This design comes from an exercise in tuning for small area, a short achievable clock period and few clock cycles per item on the open sky130 flow, not from production work. Power and IR drop assume default switching activity.

== run A ==
Design risc, start of the top module:
module risc (
    input         reset,
    input         clk0,
    input  [31:0] mem_datain,
    output [23:0] paddr,
    output [31:0] mem_dataout,
    output        mem_req,
    output        mem_rdwr,
    output        halted
);
clock: 6.5 ns
lec_check: 0
abc_area: 1
cap_margin: 20
core_margin: 2
core_utilization: 40
setup_slack_margin: 3.5
slew_margin: 20
standard.sh (not shown) runs the stock make flow with config.mk's settings and CLKGATE_MAP_FILE= SYNTH_SCRIPT=/design/flow/synth_recipe.tcl, a recipe that flattens the netlist after the stock synthesis.
==> flow/flow/run.sh <==
#!/bin/bash
# Own flow: the standard layout (standard.sh, ORFS make) with two changes:
#  - synthesis maps the logic with ABC script flow/abc.script (registers are
#    mapped before ABC, so they are the standard synthesis's); flow/synth.tcl
#    is synth_recipe.tcl with ABC's script swapped;
#  - the ports are buffered by the smallest buffer instead of the default
#    delay buffer (the resizer still upsizes any that timing or slew needs).
set -euo pipefail
here=$(pwd)
export MY_ABC_SCRIPT=$here/flow/abc.script
bash standard.sh SYNTH_SCRIPT=$here/flow/synth.tcl \
  BUFFER_PORTS_ARGS="-buffer_cell sky130_fd_sc_hd__buf_1" finish > make_finish.log 2>&1
==> flow/flow/abc.script <==
strash
dch
map -a
topo
stime -c
buffer -c
upsize -c
dnsize -c
==> flow/flow/synth.tcl <==
# synth_recipe.tcl (the standard synthesis) with ABC's -script replaced by $MY_ABC_SCRIPT.
proc synth {args} { yosys synth -nofsm -noshare {*}$args }
proc abc {args} {
  set i [lsearch -exact $args -script]
  if {$i >= 0 && [info exists ::env(MY_ABC_SCRIPT)] && $::env(MY_ABC_SCRIPT) ne ""} {
    lset args [expr {$i + 1}] $::env(MY_ABC_SCRIPT)
  }
  puts "MY_ABC: abc $args"
  yosys abc {*}$args
}
source $::env(SCRIPTS_DIR)/synth.tcl
# left out here: clear keep_hierarchy, flatten, clean up, hide names made inside functions, write 1_2_yosys.v
For run B, these inputs were changed with respect to run A:
# run A
export LEC_CHECK = 0
export ABC_AREA = 1
export CAP_MARGIN = 20
export CORE_MARGIN = 2
export CORE_UTILIZATION = 40
export SETUP_SLACK_MARGIN = 3.5
export SLEW_MARGIN = 20
create_clock -name core_clock -period 6.5 [get_ports {clk0}]
# run B
export LEC_CHECK = 0
export ABC_AREA = 1
export CAP_MARGIN = 20
export CORE_MARGIN = 2
export CORE_UTILIZATION = 40
export CTS_BUF_LIST = sky130_fd_sc_hd__clkbuf_8
export SETUP_SLACK_MARGIN = 3.5
export SLEW_MARGIN = 20
create_clock -name core_clock -period 6.5 [get_ports {clk0}]
==> flow/flow/run.sh <==
#!/bin/bash
# Own flow: the standard layout (standard.sh, ORFS make) with the ports
# buffered by the smallest buffer instead of the default delay buffer. The
# resizer still upsizes any port buffer that timing or slew needs.
set -euo pipefail
bash standard.sh BUFFER_PORTS_ARGS="-buffer_cell sky130_fd_sc_hd__buf_1" finish > make_finish.log 2>&1
removed: flow/flow/abc.script
removed: flow/flow/synth.tcl
--- outcome ---
Between run B and run A, final area is lower for run A, run B comes in above that.
Total wire length after detailed routing, run B vs run A: down slightly
Highest clock frequency the design can meet for run B is higher than for run A.
Compared with run A, run B shows clock tree buffer count of the final layout lower by 2.
Run B: full flow OK, the timing, DRC and antenna checks passed
Note that the final cell count without fillers recorded for run B amounts to 1.09 times the value seen in run A.
Run B ended with less clock network contribution to total cell area than run A.
For the inverter count, run B came in about 24% higher than run A did.
Slowest stage cell on the critical path = dfrtp_1: run A; slowest stage cell on the critical path = dfrtp_4: run B
Between run B and run A, leakage dissipation is higher for run B, run A comes in under that.
Compared with run A, number of vias after detailed routing in run B increased by a few percent.
Per the comparison of run B with run A, arrival time of data at the critical path endpoint went down; met3 track utilization from global routing did not really move.
Setup changes, run B to run C
# run B
export LEC_CHECK = 0
export ABC_AREA = 1
export CAP_MARGIN = 20
export CORE_MARGIN = 2
export CORE_UTILIZATION = 40
export CTS_BUF_LIST = sky130_fd_sc_hd__clkbuf_8
export SETUP_SLACK_MARGIN = 3.5
export SLEW_MARGIN = 20
create_clock -name core_clock -period 6.5 [get_ports {clk0}]
# run C
export LEC_CHECK = 0
export ABC_AREA = 1
export CAP_MARGIN = 20
export CORE_MARGIN = 2
export CORE_UTILIZATION = 40
export SETUP_SLACK_MARGIN = 3.5
export SLEW_MARGIN = 20
create_clock -name core_clock -period 6.5 [get_ports {clk0}]
==> flow/flow/run.sh <==
#!/bin/bash
# Own flow: the standard layout (standard.sh, ORFS make) with two changes:
#  - synthesis maps the logic with ABC script flow/abc.script (registers are
#    mapped before ABC, so they are the standard synthesis's); flow/synth.tcl
#    is synth_recipe.tcl with ABC's script swapped;
#  - the ports are buffered by the smallest buffer instead of the default
#    delay buffer (the resizer still upsizes any that timing or slew needs).
set -euo pipefail
here=$(pwd)
export MY_ABC_SCRIPT=$here/flow/abc.script
bash standard.sh SYNTH_SCRIPT=$here/flow/synth.tcl \
  BUFFER_PORTS_ARGS="-buffer_cell sky130_fd_sc_hd__buf_1" finish > make_finish.log 2>&1
==> flow/flow/abc.script (new file) <==
strash
dch
amap
topo
stime -c
buffer -c
upsize -c
dnsize -c
==> flow/flow/synth.tcl (new file) <==
# synth_recipe.tcl (the standard synthesis) with ABC's -script replaced by $MY_ABC_SCRIPT.
proc synth {args} { yosys synth -nofsm -noshare {*}$args }
proc abc {args} {
  set i [lsearch -exact $args -script]
  if {$i >= 0 && [info exists ::env(MY_ABC_SCRIPT)] && $::env(MY_ABC_SCRIPT) ne ""} {
    lset args [expr {$i + 1}] $::env(MY_ABC_SCRIPT)
  }
  puts "MY_ABC: abc $args"
  yosys abc {*}$args
}
source $::env(SCRIPTS_DIR)/synth.tcl
# left out here: clear keep_hierarchy, flatten, clean up, hide names made inside functions, write 1_2_yosys.v
## What came out
- On run C: post-layout net count is about 20% lower than what run B gave.
- Comparing run C and run B, the lower data required time of the critical path is on run C.
- Run C gives less fraction of power consumed by combinational cells than run B did.
- Run C — core footprint 15% lower, run B as reference
- Going from run B to run C, the routed wire length was found to have gone down by 2.0 mm.
- Note that the internal power of the cells recorded for run B amounts to 0.825 times the value seen in run C.
- Between run C and run B, the first-pass GRT wire length is lower for run C.
- Worst setup slack came out lower on run C than on run B.
- Delta (run C minus run B): hold slack now sits lower; die boundary width now sits lower.
Relative to run C, the following input files were edited for run D:
==> flow/flow/abc.script <==
strash
dch
map -B 0.5
topo
stime -c
buffer -c
upsize -c
dnsize -c
strash
dch
map -B 0.5
topo
stime -c
buffer -c
upsize -c
dnsize -c
--- outcome ---
Run D finished end to end and its layout was clean on timing, DRC and antenna. Average routed wire per standard cell was higher in run C than in run D. Post-placement setup slack in run D is 820 ps higher than in run C. NOTE critical path depth run C->run D increased by a few percent.
Edits applied to the flow inputs when going from run D to run E:
# run D
export LEC_CHECK = 0
export ABC_AREA = 1
export CAP_MARGIN = 20
export CORE_MARGIN = 2
export CORE_UTILIZATION = 40
export SETUP_SLACK_MARGIN = 3.5
export SLEW_MARGIN = 20
create_clock -name core_clock -period 6.5 [get_ports {clk0}]
# run E
export LEC_CHECK = 0
export ABC_AREA = 1
export CAP_MARGIN = 20
export CORE_MARGIN = 2
export CORE_UTILIZATION = 55
export PLACE_DENSITY = 0.75
export SETUP_SLACK_MARGIN = 3.5
export SLEW_MARGIN = 20
create_clock -name core_clock -period 6.5 [get_ports {clk0}]
==> flow/flow/run.sh <==
#!/bin/bash
# Own flow: the standard layout (standard.sh, ORFS make) with the ports
# buffered by the smallest buffer instead of the default delay buffer. The
# resizer still upsizes any port buffer that timing or slew needs.
set -euo pipefail
bash standard.sh BUFFER_PORTS_ARGS="-buffer_cell sky130_fd_sc_hd__buf_1" finish > make_finish.log 2>&1
removed: flow/flow/abc.script
removed: flow/flow/synth.tcl
### Flow results
Run E did not stop at any stage, and its layout met the timing, DRC and antenna checks. Diff run D -> run E | internal power | up by a few percent. Summary of run E over run D: largest net degree at the start of global routing rose about 14%; net count after synthesis up 137; final area shows an increase of about 4%. Run E gives less height of the die than run D did. Per the comparison of run E with run D, area taken by multi-input logic gates went up by 5.4%, proportion of power drawn by flip-flops and latches lost 1.4 points, time the final worst path needs with I/O delays and setup dropped 19 ps, global-route usage has increased, via count grew by 803.
diff inputs: run E => run F
# run E
export LEC_CHECK = 0
export ABC_AREA = 1
export CAP_MARGIN = 20
export CORE_MARGIN = 2
export CORE_UTILIZATION = 55
export PLACE_DENSITY = 0.75
export SETUP_SLACK_MARGIN = 3.5
export SLEW_MARGIN = 20
create_clock -name core_clock -period 6.5 [get_ports {clk0}]
# run F
export LEC_CHECK = 0
export ABC_AREA = 1
export CAP_MARGIN = 20
export CORE_MARGIN = 2
export CORE_UTILIZATION = 40
export SETUP_SLACK_MARGIN = 3.5
export SLEW_MARGIN = 20
create_clock -name core_clock -period 6.5 [get_ports {clk0}]
==> comparison <==
Between run F and run E, the difference in signed area change from the synthesized netlist to the final layout is negligible. Setup slack is higher on run F. Run F vs run E: final cell count up in run F. Run F reports its uppermost layer routed as met5 while run E reports met4. Summary of run F over run E: portion of the clock cycle consumed by the worst path in the final layout fell by 1.4 points, final area shows no meaningful change.
No functional check of the RTL was part of any run of this note.

* * *

Another version of the RTL of risc (not shown whole).
For scale: ~100 flip-flops, ~0.0072 mm² of cells after synthesis.
Settings: LEC_CHECK=0, ABC_AREA=1, CAP_MARGIN=20, CORE_MARGIN=2, CORE_UTILIZATION=40, SETUP_SLACK_MARGIN=3.8, SLEW_MARGIN=20; clock period 6.5 ns.
==> flow/flow/run.sh <==
#!/bin/bash
# Own flow: the standard layout (standard.sh, ORFS make) with the ports
# buffered by the smallest buffer instead of the default delay buffer. The
# resizer still upsizes any port buffer that timing or slew needs.
set -euo pipefail
bash standard.sh BUFFER_PORTS_ARGS="-buffer_cell sky130_fd_sc_hd__buf_1" finish > make_finish.log 2>&1
Next try:
SETUP_SLACK_MARGIN = 4.2   (was 3.8)
- design area went up by roughly a tenth
- cell count went up by a few percent
- count of clock-buffer cells in the layout does not change
- sequential cell count is unchanged
- critical path depth went down by 1
- total power went up by a few percent
- non-clock buffer count went up by 30
Next try:
SETUP_SLACK_MARGIN = 4.0   (was 4.2)
Effect:
- The new run went through all stages and came out clean
- area after synthesis is unchanged
- via count goes down by about 2.4%
- clock-buffer cell count is lower by 1
- maximum frequency grows by about 3.6%
- power fell by about 2.3%
- setup slack gains 92 ps
- cell area shrinks by about 8%
- non-clock buffer count falls by 25
- sequential cell count is unchanged
- routed wire length went down by about 3.4%
- die area stays the same
Next try:
SETUP_SLACK_MARGIN = 3.9   (was 4.0)
=> Cell count does not change; sequential share of layout area stays flat; count of clock-buffer cells in the layout does not change; global-route usage is lower by 1.3 points; area after synthesis does not change; total power is lower by 1.8%; sequential cell count is unchanged; cell area stays flat; setup slack got worse by 50 ps; routed wire length is lower by 0.70%; first-iteration DRC count is lower by 7.4%.
Function was not checked in any run of this note: the RTL went through the layout flow alone.

-- afterwards: timing with drivers on the ports --
In the flow no input, the clock included, has a driving cell. The finished layouts below were timed again as built, in two steps. Step 1 (the two cells are an assumption about what drives the block):
set clk [get_ports {clk0}]
set_driving_cell -lib_cell sky130_fd_sc_hd__clkbuf_16 $clk
set_driving_cell -lib_cell sky130_fd_sc_hd__buf_2 [delete_from_list [all_inputs] $clk]
Step 2 adds t to the input delays and takes it off the output delays; t is the mean of the earliest and latest rising clock arrival at the registers after step 1. Input paths then give back, and output paths get back, about the clock's delay inside the block. Three values: ideal, step 1, step 2; two values: the first two.
| run | shift t [ns] | slack for setup (ns) | worst setup path after step 2 | worst data-port slew with drivers (ns) |
|---|---|---|---|---|
| run A | 0.400 | 3.132 / 3.132 / 3.017 | input to register | 0.06 |
| run B | 0.435 | 3.549 / 3.549 / 3.185 | input to register | 0.04 |
| run C | 0.405 | 2.008 / 2.008 / 2.008 | register to register | 0.03 |
| run D | 0.409 | 3.455 / 3.455 / 3.167 | input to register | 0.04 |
| run E | 0.405 | 3.474 / 3.474 / 3.195 | input to register | 0.04 |
| run F | 0.408 | 3.566 / 3.566 / 3.191 | input to register | 0.04 |
| the first run of note 2 | 0.401 | 3.834 / 3.834 / 3.546 | input to register | 0.03 |
| the second run of note 2 | 0.404 | 3.831 / 3.831 / 3.679 | input to register | 0.06 |
| the third run of note 2 | 0.405 | 3.923 / 3.923 / 3.576 | input to register | 0.03 |
| the fourth run of note 2 | 0.409 | 3.873 / 3.873 / 3.626 | input to register | 0.04 |
After both steps every run listed still meets setup and hold. For run F, which loses most, drivers alone change the setup slack by 0.000 ns; drivers and shift together by -0.375 ns.
